From an optimization exercise on the open Yosys and OpenROAD flow, aimed at small area, a short achievable clock period and few clock cycles; shortcuts taken in it are not production practice. Only simulation tests tie the RTL to the original design; equivalence was not proved. Power and IR drop assume default switching activity.

Setup of run 1:
## Pops
module Pops(Clk,Rst,imem_addr,imem_rdata,dmem_addr,dmem_wdata,dmem_we,dmem_rdata);
	input Clk,Rst;
	output [31:0] imem_addr;
	input  [31:0] imem_rdata;
	output [31:0] dmem_addr;
	output [31:0] dmem_wdata;
	output        dmem_we;
	input  [31:0] dmem_rdata;
	reg [31:2] pc_f;             
	reg [31:0] a_e, b_e, op2_e;  
	reg [31:2] alt_e;            
	reg [ 4:0] rd_e;
	reg [ 5:0] sel_e;            
	reg [ 1:0] bc_e;             
	reg        sub_e, arith_e, link_e, ptk_e;
	reg        wen_e, st_e, ld_e, br_e, jalr_e;
	reg [31:0] res_m, sd_m;
	reg [ 4:0] rd_m;
	reg        wen_m, st_m, ld_m;
	assign dmem_addr  = res_m;
	assign dmem_wdata = sd_m;
	assign dmem_we    = st_m;
	wire [31:0] wb_m = ld_m ? dmem_rdata : res_m;
	wire [31:0] alu_res, sum;
	ALU ALUUnit(alu_res, sum, a_e, op2_e, sub_e, arith_e, sel_e);
	wire eq  = (a_e == b_e);
	wire lt  = ($signed(a_e) < $signed(b_e));
	wire cnd = bc_e[1] ? (lt ^ bc_e[0]) : (eq ^ bc_e[0]);
	wire redirect = jalr_e | (br_e & (cnd ^ ptk_e));
	wire [31:2] redir_pc = jalr_e ? sum[31:2] : alt_e;
	wire [31:0] res_e = alu_res | ({32{link_e}} & {alt_e, 2'b00});
	assign imem_addr = {pc_f, 2'b00};
	wire [31:0] ins = imem_rdata;
  ...
export LEC_CHECK = 0
export ABC_CLOCK_PERIOD_IN_PS = 3500
export CAP_MARGIN = 20
export CORE_MARGIN = 2
export CORE_UTILIZATION = 50
export PLACE_DENSITY = 0.66
export SETUP_SLACK_MARGIN = 4
export SLEW_MARGIN = 20
create_clock -name core_clock -period 7.5 [get_ports {Clk}]
standard.sh (not shown) runs the stock make flow with config.mk's settings and CLKGATE_MAP_FILE= SYNTH_SCRIPT=/design/flow/synth_recipe.tcl, a recipe that flattens the netlist after the stock synthesis.
==> flow/flow/run.sh <==
#!/bin/bash
set -euo pipefail
export BUFFER_PORTS_ARGS="-buffer_cell sky130_fd_sc_hd__buf_4"
export CTS_ARGS="-sink_clustering_enable -repair_clock_nets -dont_use_dummy_load -sink_clustering_size 22 -sink_clustering_max_diameter 100"
bash standard.sh > standard.log 2>&1
cp -r orfs/logs flow_logs 2>/dev/null || true
Run 1 ended with every stage complete and zero timing, DRC or antenna violations.
Testbench counts of run 1, summed over its fixed seeds: cycles 40,919.
[inputs] run 2 vs run 1
# run 1
export LEC_CHECK = 0
export ABC_CLOCK_PERIOD_IN_PS = 3500
export CAP_MARGIN = 20
export CORE_MARGIN = 2
export CORE_UTILIZATION = 50
export PLACE_DENSITY = 0.66
export SETUP_SLACK_MARGIN = 4
export SLEW_MARGIN = 20
create_clock -name core_clock -period 7.5 [get_ports {Clk}]
# run 2
export LEC_CHECK = 0
export ABC_CLOCK_PERIOD_IN_PS = 3500
export CAP_MARGIN = 20
export CORE_MARGIN = 2
export CORE_UTILIZATION = 40
export PLACE_DENSITY = 0.6
export SETUP_SLACK_MARGIN = 4
export SLEW_MARGIN = 20
create_clock -name core_clock -period 7.5 [get_ports {Clk}]
==> flow/run.sh (new file) <==
#!/bin/bash
# synth_recipe.tcl (not shown) runs the flow's synth.tcl, then flattens the netlist and writes it again
# the make line also repeats each setting of config.mk as NAME=value (left out here)
make -C /OpenROAD-flow-scripts/flow DESIGN_CONFIG=/design/flow/config.mk WORK_HOME=/design/flow/orfs CLKGATE_MAP_FILE= SYNTH_SCRIPT=/design/flow/synth_recipe.tcl finish
removed: flow/flow/run.sh
removed: flow/standard.sh
==> run notes <==
Having completed the whole flow, run 2 delivered a layout that passed the timing, DRC and antenna checks.
Summary of run 2 over run 1: detailed-route wire length on metal 1 rose 9.2%; final clock period utilization by the worst path fell 1.1 points; sequential share of layout area fell 2.5 points; largest fanout on the critical path fell about 9%; post-detailed-placement half-perimeter wirelength rose about 10%.
### run 2 -> run 3
==> flow/flow/run.sh (new file) <==
#!/bin/bash
set -euo pipefail
export BUFFER_PORTS_ARGS="-buffer_cell sky130_fd_sc_hd__buf_4"
export CTS_ARGS="-sink_clustering_enable -repair_clock_nets -dont_use_dummy_load"
bash standard.sh > standard.log 2>&1
cp -r orfs/logs flow_logs 2>/dev/null || true
==> flow/standard.sh (new file) <==
#!/bin/bash
# synth_recipe.tcl (not shown) runs the flow's synth.tcl, then flattens the netlist and writes it again
# the make line also repeats each setting of config.mk as NAME=value (left out here)
make -C /OpenROAD-flow-scripts/flow DESIGN_CONFIG=/design/flow/config.mk WORK_HOME=/design/flow/orfs CLKGATE_MAP_FILE= SYNTH_SCRIPT=/design/flow/synth_recipe.tcl "${@:-finish}"
removed: flow/run.sh
Notes after the runs:
Re routing usage on met2: run 3 and run 2 aren't equal, and the lower value belongs to run 3.
Run 3 ended up with a higher post-route worst hold slack than run 2 did.
Summary of run 3 over run 2: worst setup slack dropped 69 ps; post-synthesis sequential element count barely changed; area occupied by multi-input gates climbed about 0.5%.
Diff run 2 -> run 3: final net count decreased by 152 relative to the old numbers; detailed-routed wire length on met3 shows an increase of 0.32%; total power went down by 1700 µW; detailed-routing iteration count for the pre-antenna-repair pass picked up an extra 4.
Input changes introduced in run 4 (baseline for comparison: run 3):
diff --git a/flow/flow/run.sh b/flow/flow/run.sh
--- a/flow/flow/run.sh
+++ b/flow/flow/run.sh
@@ -4 +4 @@
-export CTS_ARGS="-sink_clustering_enable -repair_clock_nets -dont_use_dummy_load"
+export CTS_ARGS="-sink_clustering_enable -repair_clock_nets -dont_use_dummy_load -sink_clustering_size 22 -sink_clustering_max_diameter 100"
--- outcome ---
Of run 4 and run 3, it is run 4 that has the lower count of instances resized after the clock tree is built. The more densely filled core belongs to run 3, not run 4. Run 4 vs run 3: CTS buffer count down. Diff run 4..run 3 | CTS H-tree depth | unchanged. Number of non-clock buffers went down by a few percent going from run 3 to run 4. Minimum hold slack: run 4 vs run 3 — no meaningful difference. On run 4: antenna diode count is 2 lower than what run 3 gave. Area: run 4 vs run 3 -> run 4 smaller. Looking at proportion of power drawn by the clock network, run 4 sits 5.2 points lower than run 3 does.

static timing again, ports no longer ideal:
In the flow no input, the clock included, has a driving cell. The finished layouts below were timed again as built, in two steps. Step 1, drivers: a clkbuf_16 drives Clk and a buf_2 each remaining input, both assumed. Step 2 moves the port delays by t, midway between the first and last clock arrival at a register: inputs arrive t later, outputs are due t later. That takes back most of the time a late clock gives input paths. a / b / c = no drivers / after step 1 / after step 2; a / b = the first two.
| run | t (ns) | slack for setup (ns) | worst setup path at the end | latest minus earliest clock arrival (ns) |
|---|---|---|---|---|
| run 1 | 0.753 | 3.801 / 3.791 / 3.038 | input to register | 0.118 / 0.118 |
| run 2 | 0.859 | 3.881 / 3.888 / 3.083 | input to register | 0.050 / 0.051 |
| run 3 | 0.825 | 3.812 / 3.753 / 2.928 | input to register | 0.108 / 0.108 |
| run 4 | 0.772 | 3.784 / 3.740 / 2.968 | input to register | 0.128 / 0.128 |
After both steps setup and hold are still met in every run listed. For run 3, which loses most, drivers alone change the setup slack by -0.059 ns; drivers and shift together by -0.884 ns.
